What follows belongs to an exercise in optimizing a design on an open flow for small area, a short achievable clock period and few clock cycles per item; a production flow would make more cautious choices. The RTL was checked by simulation tests, not by an equivalence proof against the original design.

==> flow/design.v, too long to show whole: its modules and the start of the top module <==
// module PixelSolverMultiCore: 143 lines
// module dp1: 2225 lines
// module dp2: 447 lines
// module add44: 272 lines
// module add45: 279 lines
module PixelSolverMultiCore (
  input               io_cmd_valid,
  output              io_cmd_ready,
  input      [27:0]   io_cmd_payload_x,
  input      [27:0]   io_cmd_payload_y,
  output              io_rsp_valid,
  input               io_rsp_ready,
  output     [5:0]    io_rsp_payload_iteration,
  input               clk,
  input               reset
);
  // ...
==> flow/flow/run.sh <==
#!/bin/bash
# Layout flow: the standard synthesis, then an inverter-polarity pass on the
# synthesized netlist (flow/invopt.py: full adders are self-dual, so most
# inverters between them can go), then the standard ORFS layout with
# repair_timing asked to over-fix setup by a margin, so that the layout is
# optimised below the design's clock period.
set -euo pipefail
HERE=$(pwd)
RES=$HERE/orfs/results/$FLOW_PLATFORM/PixelSolverMultiCore/base
bash standard.sh "$RES/1_2_yosys.v" > flow_synth.log 2>&1
cp "$RES/1_2_yosys.v" "$HERE/synth_standard.v"
python3 flow/invopt.py "$HERE/synth_standard.v" "$RES/1_2_yosys.v" > flow_invopt.log 2>&1
export SETUP_SLACK_MARGIN=12.3
bash standard.sh > flow_make.log 2>&1
==> flow/flow/invopt.py <==
#!/usr/bin/env python3
"""Inverter polarity optimisation on a Yosys-written sky130hd netlist.

A full adder is self-dual: FA(~a, ~b, ~c) = (~sum, ~cout).  Synthesis leaves
many inverters between full adders.  This pass removes every inverter, then
chooses for each full adder whether it computes its outputs in true or in
complemented form (flipping its inputs accordingly) so that as few signals as
possible are needed in both polarities, and adds back one inverter for each
signal that still is.  Registers, ports and all other cells are unchanged.

usage: invopt.py in.v out.v
"""
import re, sys, collections

OUT_PINS = {"X", "Y", "Q", "Q_N", "SUM", "COUT", "HI", "LO"}
src = open(sys.argv[1]).read()
m = re.search(r"^module\s+(\S+)\s*\((.*?)\);", src, re.S | re.M)
ports = set(p.strip() for p in m.group(2).split(","))
inst_re = re.compile(r"^\s*(sky130_fd_sc_hd__\w+)\s+(\S+(?: )?)\s*\((.*?)\);\s*$", re.S | re.M)
pin_re = re.compile(r"\.(\w+)\(([^()]*)\)")

body_start = src.index(";", m.end() - 1) + 1
cells = []
for im in inst_re.finditer(src):
    typ, name, pins = im.group(1), im.group(2).strip(), im.group(3)
    pl = [(p, n.strip()) for p, n in pin_re.findall(pins)]
    cells.append([typ, name, pl, im.start(), im.end()])
first = cells[0][3]; last = cells[-1][4]
head = src[:first]; tail = src[last:]
assert "assign" not in src[first:last]

def is_inv(c):
    return re.match(r"sky130_fd_sc_hd__(clk)?inv_\d+$", c[0]) is not None
def is_fa(c):
    return re.match(r"sky130_fd_sc_hd__fa_\d+$", c[0]) is not None
def portnet(n):
    base = n.split("[")[0].strip().lstrip("\\")
    return base in ports or n in ports

driver = {}
for i, c in enumerate(cells):
    for p, n in c[2]:
        if p in OUT_PINS:
            driver[n] = (i, p)

# inverters eligible for removal: output not a port net
removable = set()
for i, c in enumerate(cells):
    if is_inv(c):
        y = dict(c[2])["Y"]
        if not portnet(y):
            removable.add(i)

memo = {}
def lit(n):
    """net -> (base net, polarity) following removable inverters."""
    if n in memo: return memo[n]
    d = driver.get(n)
    if d is not None and d[0] in removable:
        a = dict(cells[d[0]][2])["A"]
        b, p = lit(a)
        r = (b, p ^ 1)
    else:
        r = (n, 0)
    memo[n] = r
    return r

fa_ids = [i for i, c in enumerate(cells) if is_fa(c)]
phi = {i: 0 for i in fa_ids}
# FA driving base nets
fa_of_base = {}
for i in fa_ids:
    for p, n in cells[i][2]:
        if p in ("SUM", "COUT"):
            if portnet(n):
                phi[i] = None  # fixed, never flip
            fa_of_base[n] = i
# requirements: base -> list of (cell id or -1, pol)
req = collections.defaultdict(list)
uses = collections.defaultdict(list)  # fa id -> list of bases it consumes
for i, c in enumerate(cells):
    if i in removable: continue
    for p, n in c[2]:
        if p in OUT_PINS: continue
        if n.startswith(("1'", "0'")) or n == "": continue
        b, pol = lit(n)
        req[b].append((i, pol))
        if is_fa(c): uses[i].append(b)
# port nets driven through removable inverters cannot happen (excluded); ports read as outputs are consumers too
def prov(b):
    i = fa_of_base.get(b)
    if i is None or phi[i] is None: return 0
    return phi[i]
def eff(i, pol):
    if i in phi and phi[i]: return pol ^ 1
    return pol
def cost(b):
    p = prov(b)
    for i, pol in req[b]:
        if eff(i, pol) != p: return 1
    return 0
total0 = sum(cost(b) for b in req)
n_inv0 = len(removable)
changed = True
it = 0
while changed and it < 50:
    changed = False; it += 1
    for i in fa_ids:
        if phi[i] is None: continue
        aff = set(uses[i])
        for p, n in cells[i][2]:
            if p in ("SUM", "COUT"): aff.add(n)
        before = sum(cost(b) for b in aff)
        phi[i] ^= 1
        after = sum(cost(b) for b in aff)
        if after < before:
            changed = True
        else:
            phi[i] ^= 1
total1 = sum(cost(b) for b in req)
print(f"inverters removed {n_inv0}, signals needing inverters before {total0} after {total1}, passes {it}", file=sys.stderr)

# emit
def esc(n):
    return n + " " if n.startswith("\\") else n
inv_net = {}
new_cells = []
k = 0
for b in req:
    if cost(b):
        k += 1
        nn = f"_invopt_{k}_"
        inv_net[b] = nn
        new_cells.append(f"  sky130_fd_sc_hd__inv_1 _invopt_c{k}_ (\n    .A({esc(b)}),\n    .Y({nn})\n  );\n")
out = []
for i, c in enumerate(cells):
    if i in removable: continue
    lines = []
    for p, n in c[2]:
        if p not in OUT_PINS and not n.startswith(("1'", "0'")) and n != "":
            b, pol = lit(n)
            e = eff(i, pol)
            n = b if e == prov(b) else inv_net[b]
        lines.append(f"    .{p}({esc(n)})")
    out.append(f"  {c[0]} {esc(c[1])} (\n" + ",\n".join(lines) + "\n  );\n")
decl = "".join(f"  wire _invopt_{j}_;\n" for j in range(1, k + 1))
open(sys.argv[2], "w").write(head + decl + "".join(out) + "".join(new_cells) + tail)
==> flow/standard.sh <==
#!/bin/bash
# synth_recipe.tcl (not shown) runs the flow's synth.tcl, then flattens the netlist and writes it again
# the make line also repeats each setting of config.mk as NAME=value (left out here)
make -C /OpenROAD-flow-scripts/flow DESIGN_CONFIG=/design/flow/config.mk WORK_HOME=/design/flow/orfs CLKGATE_MAP_FILE= SYNTH_SCRIPT=/design/flow/synth_recipe.tcl "${@:-finish}"
==> flow/config.mk <==
export PLATFORM = sky130hd
export DESIGN_NAME = PixelSolverMultiCore
export DESIGN_NICKNAME = PixelSolverMultiCore
export VERILOG_FILES = /design/flow/design.v
export SDC_FILE = /design/flow/constraint.sdc
export NUM_CORES = 4
export LEC_CHECK = 0
export ABC_AREA = 1
export CAP_MARGIN = 20
export CORE_MARGIN = 2
export CORE_UTILIZATION = 55
export SLEW_MARGIN = 20
==> flow/constraint.sdc <==
create_clock -name core_clock -period 17.0 [get_ports {clk}]
set_input_delay 3.4000 -clock core_clock [delete_from_list [all_inputs] [get_ports {clk}]]
set_output_delay 3.4000 -clock core_clock [all_outputs]
set_load 0.01 [all_outputs]
==> qor.yml, run 1 <==
status: "complete, no violations"
cpPeakStageDelay_ps: 570
min_from: "y02[3]$_DFF_P_"
grt-busiest-layer: "met2"
cpMaxStageDelayCell: "clkdlybuf4s50_1"
crit_buf_inv: 1
dpl.hpwl_microns: 99200
initial_utilization_pct: 55.5
fmax_mhz: 214
numCtsBuffers: 72
grt_antenna_before_repair: 2
use_met2_pct: 48.5
coreArea_sq_mm: 0.0866
final_cell_count_no_fill: 6206
hold_ws_ps: 322
finClkSkew_ps: 32.6
final_cell_area_sq_mm: 0.0540
rr_worst_depth: 16
drv_cap: 0
comb.multi_input.count: 3198
drv_slew: 0
fp.dieH_microns: 300
portBuffers: 67
worstSkewPairLatency_ps: 640
vias: 34515
place_area_sq_mm: 0.0497
maxUsedRoutingLayer: "met4"
largest_reg_flops: 48
nFillCells: 7233
multi_input_area_share_pct: 57.5
crit_chain: "clkdlybuf4s50_1 -> nor2_4 -> nand3b_1 -> nor4b_4 -> nand4_1 -> nor3_1"
post_cts_buffers: 40
clk_share_pct: 4.23
crit_family: "simple AND/OR/NAND/NOR gates"
biggestCellCategory: "multi-input combinational cells"
syn_area_per_cell_sq_um: 9.83
timing.rr.end: "p1r[26]$_DFF_P_"
cts_resized: 141
ioPinCount: 68
Testbench counts, summed over its fixed seeds: cycles 114,659, items 7,200.
==> run 2, diff against run 1 <==
--- a/flow/config.mk
+++ b/flow/config.mk
@@ -11,2 +11,4 @@
 export CORE_UTILIZATION = 55
+export CTS_CLUSTER_DIAMETER = 70
+export CTS_CLUSTER_SIZE = 20
 export SLEW_MARGIN = 20
==> run 2 against run 1 <==
Effect of this change:
- maximum frequency shrank 1.2%
- register-to-register slack is essentially flat
- synthesized cell count is the same
- clock-buffer cell count shrank 37
- via count shrank 0.51%
- clock skew grew 24 ps
- core utilization shrank 0.76 points
- critical endpoint unchanged
- highest routed layer is now met5
==> qor.yml, run 2 <==
status: "complete, no violations"  # unchanged
globalplace.congestion: 0.895  # unchanged
cts_hold_buf: 0  # unchanged
drive_above_1_share_pct: 9.18  # was 10.1%
setup_tns_ps: 0  # unchanged
die_area_sq_mm: 0.0898  # unchanged
mostFrequentLayoutCells: "875 x nand2_1, 779 x inv_1, 753 x fa_1"  # was 875 x nand2_1, 780 x inv_1, 756 x fa_1
cts_buffer_depth: 3  # unchanged
syn_inst: 4886  # unchanged
die_width_microns: 300  # unchanged
ant_nets: 0  # unchanged
fp-row-count: 108  # unchanged
fin_nets: 6052  # was 6099
grt_pass1_wl_microns: 213000  # about the same
syn_area_sq_mm: 0.0481  # unchanged
regMostFlops: "rob_d"  # unchanged
largest_reg_flops: 48  # unchanged
cts_tree: "yes"  # unchanged
hold_violations: 0  # unchanged
grt_antenna_before_repair: 4  # was 2
setup_slack_ps: 12270  # was 12330 ps
grt_overflow_total: 0  # unchanged
cpMaxStageDelayCell: "nor4_1"  # was clkdlybuf4s50_1
required_ps: 17500  # was 17470 ps
nFillCells: 7243  # was 7233
slew_headroom_pct: 34.0  # was 31.4%
place_ws_ps: 10960  # unchanged
hold_class: "flip-flop to flip-flop"  # unchanged
ys_warn_count: 2  # unchanged
mostFrequentLayoutCell: "nand2_1"  # unchanged
min_from: "y02[10]$_DFF_P_"  # was y02[3]$_DFF_P_
numCtsBuffers: 49  # was 72
drt_wl_total_microns: 140000  # was 141000 microns
fmax_mhz: 211  # was 214 MHz
setup-violations-final: 0  # unchanged
drtPass1Iterations: 6  # unchanged
min_period_ps: 4730  # was 4680 ps
grt_max_degree: 78  # unchanged
finClkSkew_ps: 56.3  # was 32.6 ps
coreArea_sq_mm: 0.0866  # unchanged
r2r_setup_slack_ps: 12350  # about the same
worstSkewPairLatency_ps: 660  # was 640 ps
cpPeakStageDelay_ps: 710  # was 570 ps
ioPinCount: 68  # unchanged
drv_cap: 0  # unchanged
portBuffers: 67  # unchanged
viasPerCell: 5.59  # was 5.56
initial_utilization_pct: 55.5  # unchanged
dpl.hpwl_microns: 99200  # unchanged
crit_chain: "clkdlybuf4s50_1 -> nor4_1 -> nand4_1 -> nor3_1"  # was clkdlybuf4s50_1 -> nor2_4 -> nand3b_1 -> nor4b_4 -> nand4_1 -> nor3_1
period_share_pct: 27.8  # was 27.5%
holdPathEnd: "y01[10]$_DFF_P_"  # was y01[3]$_DFF_P_
drtIter0Drc: 3283  # was 3426
critPathCaptureType: "flip-flop"  # unchanged
drc_errors: 0  # unchanged
whs_path_depth: 0  # unchanged
area_growth_pct: 11.1  # was 12.4%
rsz0062_at_grt: "yes"  # unchanged
grt_usage_pct: 31.5  # was 31.4%
vias: 34339  # was 34515
drt-wirelength-per-cell_microns: 22.9  # was 22.7 microns
rr_worst_depth: 11  # was 16
rr_startpoint: "x1[21]$_DFF_P_"  # was y1[21]$_DFF_P_
crit_fanout: 2  # unchanged
syn_area_per_cell_sq_um: 9.83  # unchanged
path_clk_slew_ps: 80  # was 60 ps
drv_slew: 0  # unchanged
clock-sinks: 616  # unchanged
cp_data_arrival_time_ps: 5230  # was 5150 ps
timing.rr.end: "p1r[28]$_DFF_P_"  # was p1r[26]$_DFF_P_
crit_type: "input pin to flip-flop"  # unchanged
start_kind: "input pin"  # unchanged
fp.dieH_microns: 300  # unchanged
cts-root-buf: "clkbuf_16"  # unchanged
grt_pass1_vias: 35276  # was 35384
max_slew.worst_pin.slew_ps: 981  # was 1020 ps
htreeDepth: 2  # was 3
## run 2: cell type report
class / count / area (sq um) / area share [%]
repair buffers: 235 / 2250 / 4.21
clock buffers: 62 / 1340 / 2.51
multi-input cells: 3197 / 31100 / 58.2
inverters: 819 / 3220 / 6.03
clock inverters: 29 / 420 / 0.788
flip-flops and latches: 616 / 13500 / 25.2
repair inverters: 29 / 166 / 0.312
diodes: 1 / 2.50 / 0.00469
well taps: 1155 / 1450 / 2.71
## run 2: through the flow
step           cells  util (%)  area, sq um  hold WS, ps
2_1_floorplan   4886         -        48100          310
3_3_place_gp    5921      57.4        49700          310
3_5_place_dp    5921      57.4        49700          312
4_1_cts         6101      60.7        52600          246
5_1_grt         6142      61.6        53400          264
6_report        6143      61.6        53400          279
## run 2: worst max-delay path by stage
stage,startpoint,to,cells past startpoint
after floorplan,y1[21]$_DFF_P_,p1r[26]$_DFF_P_,17
after global placement,y1[21]$_DFF_P_,p1r[26]$_DFF_P_,15
after detailed placement,y1[21]$_DFF_P_,p1r[26]$_DFF_P_,15
after CTS,bv$_DFF_PP0_,io_cmd_ready,2
after global routing,y1[9]$_DFF_P_,p1r[21]$_DFF_P_,15
final,io_cmd_payload_x[19],bcorner$_DFFE_PN_,4
## run 2: timing repair
item | 4_1_cts | 5_1_grt
buffers inserted | 63 | 32
pin swaps | 10 | 37
gates cloned | 26 | 9
endpoints found under the setup margin | 193 | 203
resized for setup | 161 | 90
## run 2: critical path: cells and delay by family
kind / cells / cell delay [ps]
simple gates: 3 / 1390
buf+inv: 1 / 440
## run 2: routing by layer
metal,vias up,GRT usage (%),wire length [microns]
li1,15264,-,-
met1,17148,45.2,60500
met2,1588,48.8,61900
met3,337,6.44,13200
met4,2,8.60,4800
met5,-,0,13
==> module PixelSolverMultiCore, before the edit <==
module PixelSolverMultiCore (
  input               io_cmd_valid,
  output              io_cmd_ready,
  input      [27:0]   io_cmd_payload_x,
  input      [27:0]   io_cmd_payload_y,
  output              io_rsp_valid,
  input               io_rsp_ready,
  output     [5:0]    io_rsp_payload_iteration,
  input               clk,
  input               reset
);
  reg  [21:0] bx, by;
  reg         bbig, bcorner;
  wire        ld;
  reg         bv;
  assign io_cmd_ready = ~bv;
  always @(posedge clk or posedge reset) begin
    if (reset) bv <= 1'b0;
    else if (bv) bv <= ~ld;
    else bv <= io_cmd_valid;
  end
  always @(posedge clk) begin
    if (!bv) begin
      bx <= io_cmd_payload_x[21:0];
      by <= io_cmd_payload_y[21:0];
      bbig <= (io_cmd_payload_x[27:21] != {7{io_cmd_payload_x[21]}}) |
              (io_cmd_payload_y[27:21] != {7{io_cmd_payload_y[21]}});
      bcorner <= (io_cmd_payload_x == 28'h8000000) & (io_cmd_payload_y == 28'h8000000);
    end
  end
  reg  [3:0]  head, tail;
  reg  [7:0]  rob_v;
  reg  [5:0]  rob_d [0:7];
  wire robfull = (tail[3] != head[3]) & (tail[2:0] == head[2:0]);
  reg         v1, new1;
  reg  [21:0] x1, y1, x01, y01;
  reg  [21:0] sx1, sy1;
  reg  [5:0]  it1;
  reg  [2:0]  tag1;
  wire [21:0] bxq = {bx[21], bx[20:0] ^ {21{bx[21]}}};
  wire [21:0] byq = {by[21], by[20:0] ^ {21{by[21]}}};
  wire [21:0] x0s = new1 ? bx : x01;
  wire [21:0] y0s = new1 ? by : y01;
  wire [43:0] a0, a1, b0, b1;
  wire [44:0] p0, p1;
  dp1 u_dp1 (.x(x1), .y(y1), .x0(x0s), .y0(y0s),
             .a0(a0), .a1(a1), .b0(b0), .b1(b1), .p0(p0), .p1(p1));
  reg         v2, fd2;
  reg  [43:0] a0r, a1r, b0r, b1r;
  reg  [44:0] p0r, p1r;
  reg  [21:0] x02, y02;
  reg  [21:0] sx2, sy2;
  reg         cyc2;
  reg  [5:0]  it2;
  reg  [2:0]  tag2;
  always @(posedge clk or posedge reset) begin
    if (reset) v2 <= 1'b0;
    else v2 <= v1;
  end
  always @(posedge clk) begin
    a0r <= a0; a1r <= a1; b0r <= b0; b1r <= b1;
    p0r <= p0; p1r <= p1;
    x02 <= x0s; y02 <= y0s;
    cyc2 <= ~new1 & (x1 == sx1) & (y1 == sy1);
    if (new1) begin
      sx2 <= bxq; sy2 <= byq;
      it2 <= bcorner ? 6'd63 : 6'd1;
      tag2 <= tail[2:0] - 3'd1;
      fd2 <= bbig;
    end else begin
      if (it1[1:0] == 2'd0) begin
        sx2 <= x1; sy2 <= y1;
      end else begin
        sx2 <= sx1; sy2 <= sy1;
      end
      it2 <= it1; tag2 <= tag1; fd2 <= 1'b0;
    end
  end
  wire [43:0] s0r, s1r, d0r, d1r;
  dp2 u_dp2 (.a0(a0r), .a1(a1r), .b0(b0r), .b1(b1r),
             .s0(s0r), .s1(s1r), .d0(d0r), .d1(d1r));
  wire [43:0] dsum, ssum;
  wire [44:0] psum;
  add44 u_dadd (.a(d0r), .b(d1r), .s(dsum));
  add45 u_padd (.a(p0r), .b(p1r), .s(psum));
  add44 u_sadd (.a(s0r), .b(s1r), .s(ssum));
  wire [23:0] dh = dsum[43:20];
  wire [24:0] ph = psum[44:20];
  wire [1:0]  sh = ssum[43:42];
  wire esc  = sh != 2'd0;
  wire oob  = (dh[23:21] != {3{dh[21]}}) | (ph[24:21] != {4{ph[21]}});
  wire done = fd2 | esc | oob | cyc2 | (it2 == 6'd62);
  wire [5:0] it2p = it2 + 6'd1;
  wire [5:0] res  = (fd2 | esc) ? it2 : (cyc2 ? 6'd63 : it2p);
  wire free = ~v2 | done;
  assign ld = free & bv & ~robfull;
  always @(posedge clk or posedge reset) begin
    if (reset) begin
      v1 <= 1'b0; new1 <= 1'b0;
    end else begin
      v1 <= ~free | ld;
      new1 <= ld;
    end
  end
  always @(posedge clk) begin
    if (free) begin
      x1 <= bxq; y1 <= byq;
    end else begin
      x1 <= {dh[21], dh[20:0] ^ {21{dh[21]}}};
      y1 <= {ph[21], ph[20:0] ^ {21{ph[21]}}};
    end
    x01 <= x02; y01 <= y02;
    sx1 <= sx2; sy1 <= sy2;
    it1 <= it2p; tag1 <= tag2;
  end
  reg        ov;
  reg  [5:0] od;
  wire take = ~ov | io_rsp_ready;
  wire hv   = rob_v[head[2:0]];
  assign io_rsp_valid = ov;
  assign io_rsp_payload_iteration = od;
  integer i;
  always @(posedge clk or posedge reset) begin
    if (reset) begin
      ov <= 1'b0; head <= 4'd0; tail <= 4'd0; rob_v <= 8'd0;
    end else begin
      if (ld) tail <= tail + 4'd1;
      if (take) begin
        ov <= hv;
        if (hv) head <= head + 4'd1;
      end
      for (i = 0; i < 8; i = i + 1) begin
        if (v2 & done & (tag2 == i)) rob_v[i] <= 1'b1;
        else if (take & hv & (head[2:0] == i)) rob_v[i] <= 1'b0;
      end
    end
  end
  always @(posedge clk) begin
    if (take & hv) od <= rob_d[head[2:0]];
    for (i = 0; i < 8; i = i + 1)
      if (v2 & done & (tag2 == i)) rob_d[i] <= res;
  end
endmodule
==> run 3, diff against run 2 <==
--- a/flow/design.v
+++ b/flow/design.v
@@ -12,10 +12,13 @@
   reg  [21:0] bx, by;
-  reg         bbig, bcorner;
+  reg         bbig, bcornerhi;
   wire        ld;
-  reg         bv;
-  assign io_cmd_ready = ~bv;
+  reg         bv, rdy;
+  wire        bv_n = bv ? ~ld : (io_cmd_valid & rdy);
+  assign io_cmd_ready = rdy;
   always @(posedge clk or posedge reset) begin
-    if (reset) bv <= 1'b0;
-    else if (bv) bv <= ~ld;
-    else bv <= io_cmd_valid;
+    if (reset) begin
+      bv <= 1'b0; rdy <= 1'b0;
+    end else begin
+      bv <= bv_n; rdy <= ~bv_n;
+    end
   end
@@ -27,3 +30,3 @@
               (io_cmd_payload_y[27:21] != {7{io_cmd_payload_y[21]}});
-      bcorner <= (io_cmd_payload_x == 28'h8000000) & (io_cmd_payload_y == 28'h8000000);
+      bcornerhi <= (io_cmd_payload_x[27:21] == 7'h40) & (io_cmd_payload_y[27:21] == 7'h40);
     end
@@ -66,3 +69,3 @@
       sx2 <= bxq; sy2 <= byq;
-      it2 <= bcorner ? 6'd63 : 6'd1;
+      it2 <= (bcornerhi & (bx == 22'd0) & (by == 22'd0)) ? 6'd63 : 6'd1;
       tag2 <= tail[2:0] - 3'd1;
==> run 3 against run 2 <==
Effect of this change:
- critical path depth shrank 3
- worst setup slack improved by 81 ps
- register-to-register slack improved by 30 ps
==> qor.yml, run 3 <==
grt_usage_pct: 30.8  # was 31.5%
htreeDepth: 2  # unchanged
critPathCaptureType: "primary output"  # was flip-flop
finalCoreUtilization_pct: 61.4  # was 61.6%
mostFrequentLayoutCells: "897 x nand2_1, 855 x inv_1, 758 x fa_1"  # was 875 x nand2_1, 779 x inv_1, 753 x fa_1
path_depth: 1  # was 4
coreArea_sq_mm: 0.0870  # was 0.0866 sq mm
final_cell_count_no_fill: 6226  # was 6143
crit_type: "flip-flop to primary output"  # was input pin to flip-flop
ys_warn_count: 2  # unchanged
cts_buffer_depth: 3  # unchanged
grt_pass1_wl_microns: 209000  # was 213000 microns
drtIter0Drc: 2932  # was 3283
fmax_mhz: 215  # was 211 MHz
crit_end: "io_rsp_payload_iteration[3]"  # was bcorner$_DFFE_PN_
cp_data_arrival_time_ps: 1250  # was 5230 ps
use_met2_pct: 47.4  # was 48.8%
grt-busiest-layer: "met2"  # unchanged
drive_above_1_share_pct: 7.87  # was 9.18%
use_met1_pct: 43.1  # was 45.2%
rr_startpoint: "y1[21]$_DFF_P_"  # was x1[21]$_DFF_P_
use_met3_pct: 7.31  # was 6.44%
hold_class: "flip-flop to flip-flop"  # unchanged
globalplace.congestion: 0.920  # was 0.895
fp.dieH_microns: 301  # was 300 microns
largest_reg_flops: 48  # unchanged
vias: 33771  # was 34339
grt_overflow_total: 0  # unchanged
r2r_setup_slack_ps: 12380  # was 12350 ps
die_width_microns: 301  # was 300 microns
grt_max_degree: 74  # was 78
min_period_ps: 4650  # was 4730 ps
numCtsBuffers: 49  # unchanged
grt_pass1_vias: 34895  # was 35276
path_clk_slew_ps: 80  # about the same
timing.rr.end: "p1r[23]$_DFF_P_"  # was p1r[28]$_DFF_P_
worstSkewPairLatency_ps: 660  # about the same
rsz0062_at_grt: "yes"  # unchanged
antenna_cells: 0  # was 1
crit_buf_inv: 1  # unchanged
area_growth_pct: 10.2  # was 11.1%
setup-violations-final: 0  # unchanged
cpPeakStageDelay_ps: 360  # was 710 ps
initial_utilization_pct: 55.7  # was 55.5%
regMostFlops: "rob_d"  # unchanged
drv_cap: 0  # unchanged
setup_tns_ps: 0  # unchanged
syn_area_per_cell_sq_um: 9.68  # was 9.83 sq um
fp-row-count: 108  # unchanged
cpMaxStageDelayCell: "edfxtp_1"  # was nor4_1
finClkSkew_ps: 33.8  # was 56.3 ps
hold_violations: 0  # unchanged
drt-wirelength-per-cell_microns: 21.9  # was 22.9 microns
grt_antenna_before_repair: 1  # was 4
cts_tree: "yes"  # unchanged
drt_wl_total_microns: 137000  # was 140000 microns
syn_area_sq_mm: 0.0485  # was 0.0481 sq mm
period_share_pct: 27.4  # was 27.8%
drtPass1Iterations: 5  # was 6
portBuffers: 67  # unchanged
crit_fanout: 1  # was 2
dpl.hpwl_microns: 100000  # was 99200 microns
place_inst: 6057  # was 5921
startpoint: "od[3]$_DFFE_PP_"  # was io_cmd_payload_x[19]
die_area_sq_mm: 0.0905  # was 0.0898 sq mm
ant_nets: 0  # unchanged
ioPinCount: 68  # unchanged
required_ps: 13600  # was 17500 ps
drc_errors: 0  # unchanged
syn_inst: 5008  # was 4886
drv_slew: 0  # unchanged
slew_headroom_pct: 33.4  # was 34.0%
crit_chain: "clkdlybuf4s15_2"  # was clkdlybuf4s50_1 -> nor4_1 -> nand4_1 -> nor3_1
start_kind: "flip-flop"  # was input pin
rr_worst_depth: 15  # was 11
cts_hold_buf: 0  # unchanged
clock-sinks: 617  # was 616
fin_nets: 6140  # was 6052
max_slew.worst_pin.slew_ps: 998  # was 981 ps
status: "complete, no violations"  # unchanged
crit_family: "flip-flops"  # was simple AND/OR/NAND/NOR gates
cts-root-buf: "clkbuf_16"  # unchanged
mostFrequentLayoutCell: "nand2_1"  # unchanged
viasPerCell: 5.42  # was 5.59
[run 3: worst min path at each step]
stage	cells past startpoint	slack (ps)	endpoint	startpoint
global route	0	310	sx1[1]$_DFF_P_	sx2[1]$_DFF_P_
detailed placement	0	310	sy1[5]$_DFF_P_	sy2[5]$_DFF_P_
global placement	0	310	x01[0]$_DFF_P_	x02[0]$_DFF_P_
finish	0	300	sx1[1]$_DFF_P_	sx2[1]$_DFF_P_
CTS	0	310	sx1[1]$_DFF_P_	sx2[1]$_DFF_P_
floorplan	0	310	sx1[0]$_DFF_P_	sx2[0]$_DFF_P_
[run 3: timing repair]
item	4_1_cts	5_1_grt
buffers inserted	31	29
pin swaps	11	32
cloned	9	9
resized for setup	135	84
setup endpoints to repair	181	200
[run 3: final cells by class]
class | count | area [sq um]
Fill cell | 7503 | 33600
Clock inverter | 29 | 460
Multi-Input combinational cell | 3256 | 31200
Clock buffer | 62 | 1330
Inverter | 882 | 3400
Tap cell | 1155 | 1450
Timing Repair inverter | 13 | 77.6
Timing Repair Buffer | 212 | 2050
Sequential cell | 617 | 13500
[run 3: per-layer routing]
| metal | up-vias | share of wire [%] |
|---|---|---|
| met2 | 1247 | 45 |
| met4 | 2 | 3.7 |
| li1 | 15434 | - |
| met5 | - | 0.0095 |
| met1 | 16846 | 43 |
| met3 | 242 | 8.3 |
[run 3: metrics by stage]
step	hold slack, ps	cell area (sq um)	setup WS, ps
final	304	53400	12350
after global routing	314	53400	12220
after CTS	312	52700	12280
after detailed placement	312	50200	10950
after global placement	310	50200	11040
after floorplan	310	48500	12310
Testbench counts of run 3, summed over its fixed seeds: cycles 114,659, items 7,200.
==> run 4, diff against run 3 <==
--- a/flow/flow/run.sh
+++ b/flow/flow/run.sh
@@ -13,2 +13,3 @@
 export SETUP_SLACK_MARGIN=12.3
+export REMOVE_ABC_BUFFERS=1
 bash standard.sh > flow_make.log 2>&1
==> run 4 against run 3 <==
Effect of this change:
- critical path depth increased by 8
- first-iteration DRC count increased by 1.9%
- critical path type is now flip-flop to flip-flop
- maximum frequency decreased by 1.6%
- global-route usage decreased by 0.20 points
- sequential share of layout area about the same
- register-to-register slack got worse by 110 ps
==> qor.yml, run 4 <==
status: "complete, no violations"  # unchanged
die_area_sq_mm: 0.0905  # unchanged
drtIter0Drc: 2987  # was 2932
portBuffers: 67  # unchanged
setup_tns_ps: 0  # unchanged
required_ps: 17480  # was 13600 ps
grt_antenna_before_repair: 1  # unchanged
grt_pass1_wl_microns: 209000  # about the same
htreeDepth: 2  # unchanged
ioPinCount: 68  # unchanged
ant_nets: 0  # unchanged
hold_violations: 0  # unchanged
worstSkewPairLatency_ps: 660  # about the same
grt_pass1_vias: 34783  # was 34895
rsz0062_at_grt: "yes"  # unchanged
setup-violations-final: 0  # unchanged
start_kind: "flip-flop"  # unchanged
fmax_mhz: 212  # was 215 MHz
fin_nets: 6163  # was 6140
syn_inst: 5008  # unchanged
crit_fanout: 35  # was 1
vias: 34023  # was 33771
grt_usage_pct: 30.6  # was 30.8%
clock-sinks: 617  # unchanged
numCtsBuffers: 46  # was 49
ys_warn_count: 2  # unchanged
cp_data_arrival_time_ps: 5200  # was 1250 ps
slew_headroom_pct: 38.8  # was 33.4%
timing.rr.end: "p1r[18]$_DFF_P_"  # was p1r[23]$_DFF_P_
fp-row-count: 108  # unchanged
drv_cap: 0  # unchanged
cts_tree: "yes"  # unchanged
area_growth_pct: 10.2  # about the same
fp.dieH_microns: 301  # unchanged
rr_startpoint: "x1[21]$_DFF_P_"  # was y1[21]$_DFF_P_
period_share_pct: 27.8  # was 27.4%
grt_max_degree: 73  # was 74
crit_family: "adder cells"  # was flip-flops
largest_reg_flops: 48  # unchanged
min_period_ps: 4730  # was 4650 ps
syn_area_sq_mm: 0.0485  # unchanged
cts_hold_buf: 0  # unchanged
die_width_microns: 301  # unchanged
initial_utilization_pct: 55.7  # unchanged
multi_input_area_sq_mm: 0.0312  # about the same
crit_type: "flip-flop to flip-flop"  # was flip-flop to primary output
min_from: "x02[1]$_DFF_P_"  # was sx2[1]$_DFF_P_
crit_buf_inv: 2  # was 1
cts-root-buf: "clkbuf_16"  # unchanged
rr_worst_depth: 9  # was 15
drc_errors: 0  # unchanged
path_clk_slew_ps: 80  # about the same
cp_common_cell: "fa_1"
critPathCaptureType: "flip-flop"  # was primary output
mostFrequentLayoutCells: "901 x nand2_1, 853 x inv_1, 750 x fa_1"  # was 897 x nand2_1, 855 x inv_1, 758 x fa_1
layout.area.seq_sq_mm: 0.0135  # about the same
coreArea_sq_mm: 0.0870  # unchanged
finClkSkew_ps: 60.4  # was 33.8 ps
syn_area_per_cell_sq_um: 9.68  # unchanged
antenna_cells: 0  # unchanged
holdPathEnd: "x01[1]$_DFF_P_"  # was sx1[1]$_DFF_P_
dpl.hpwl_microns: 99300  # was 100000 microns
crit_chain: "buf_6 -> ha_1 -> clkinvlp_2 -> o22ai_1 -> xor2_1 -> fa_1 -> fa_1 -> fa_1 -> fa_1"  # was clkdlybuf4s15_2
drv_slew: 0  # unchanged
hold_ws_ps: 319  # was 304 ps
viasPerCell: 5.45  # was 5.42
r2r_setup_slack_ps: 12270  # was 12380 ps
hold_class: "flip-flop to flip-flop"  # unchanged
nFillCells: 7432  # was 7503
mostFrequentLayoutCell: "nand2_1"  # unchanged
drt-wirelength-per-cell_microns: 21.8  # was 21.9 microns
max_slew.worst_pin.slew_ps: 916  # was 998 ps
drive_above_1_share_pct: 8.14  # was 7.87%
globalplace.congestion: 0.897  # was 0.920
drtPass1Iterations: 8  # was 5
cpMaxStageDelayCell: "clkinvlp_2"  # was edfxtp_1
cpPeakStageDelay_ps: 730  # was 360 ps
whs_path_depth: 0  # unchanged
regMostFlops: "rob_d"  # unchanged
drt_wl_total_microns: 136000  # was 137000 microns
grt_overflow_total: 0  # unchanged
cts_buffer_depth: 3  # unchanged
==> run 4: through the flow <==
step | utilization, % | std cells | worst slack (ps) | cell area, sq um
floorplan | - | 4754 | 10850 | 47400
global placement | 57.6 | 6053 | 10820 | 50100
detailed placement | 57.6 | 6053 | 10690 | 50100
CTS | 60.3 | 6183 | 12280 | 52500
global route | 61.4 | 6243 | 12220 | 53400
finish | 61.4 | 6243 | 12270 | 53400
==> run 4: layout make-up <==
class	count	area share (%)
Clock buffer	58	2.30
Sequential cell	617	25.2
Timing Repair inverter	12	0.131
Clock inverter	24	0.564
Inverter	882	6.37
Tap cell	1155	2.71
Timing Repair Buffer	239	4.28
Multi-Input combinational cell	3256	58.4
==> run 4: routing by layer <==
layer | up-vias | GRT usage [%] | wire length (microns)
li1 | 15458 | - | -
met2 | 1443 | 45.4 | 58800
met1 | 16897 | 46.2 | 61000
met3 | 223 | 5.04 | 11900
met5 | - | 0 | 11
met4 | 2 | 9.04 | 4220
==> run 4: worst max-delay path by stage <==
stage	from	to	cells after the start
floorplan	new1$_DFF_PP0_	p1r[23]$_DFF_P_	9
global placement	y1[7]$_DFF_P_	p1r[27]$_DFF_P_	14
detailed placement	y1[7]$_DFF_P_	p1r[27]$_DFF_P_	14
CTS	y1[21]$_DFF_P_	p1r[27]$_DFF_P_	19
global route	y1[21]$_DFF_P_	p1r[23]$_DFF_P_	16
finish	x1[21]$_DFF_P_	p1r[18]$_DFF_P_	9
==> run 4: timing repair <==
action                                  in CTS  in global routing
buffers inserted                            39                 51
gates cloned                                 9                  9
gates resized for setup                    118                103
pin swaps                                    9                 28
endpoints found under the setup margin     185                175

port drivers added, routing unchanged:
In the flow no input, the clock included, has a driving cell. The finished layouts below were timed again as built, in two steps.
Step 1: set_driving_cell puts a clkbuf_16 on clk and a buf_2 on each other input, an assumption about the parent block.
Step 2 moves the port delays by t, midway between the first and last clock arrival at a register: inputs arrive t later, outputs are due t later. That takes back most of the time a late clock gives input paths.
Three values: ideal, step 1, step 2; two values: the first two.
| run | shift t [ns] | setup slack, ns | worst hold slack (ns) | worst setup path after step 2 | worst data-port slew with drivers (ns) |
|---|---|---|---|---|---|
| run 1 | 0.698 | 12.325 / 12.277 / 11.674 | 0.322 / 0.322 / 0.322 | input to register | 0.08 |
| run 2 | 0.709 | 12.269 / 12.238 / 11.586 | 0.279 / 0.279 / 0.279 | input to register | 0.07 |
| run 3 | 0.708 | 12.350 / 12.284 / 11.731 | 0.304 / 0.304 / 0.304 | input to register | 0.06 |
| run 4 | 0.697 | 12.273 / 12.273 / 11.825 | 0.319 / 0.319 / 0.319 | input to register | 0.05 |
After both steps setup and hold are still met in every run listed. For run 2, which loses most, drivers alone change the setup slack by -0.031 ns; drivers and shift together by -0.683 ns.
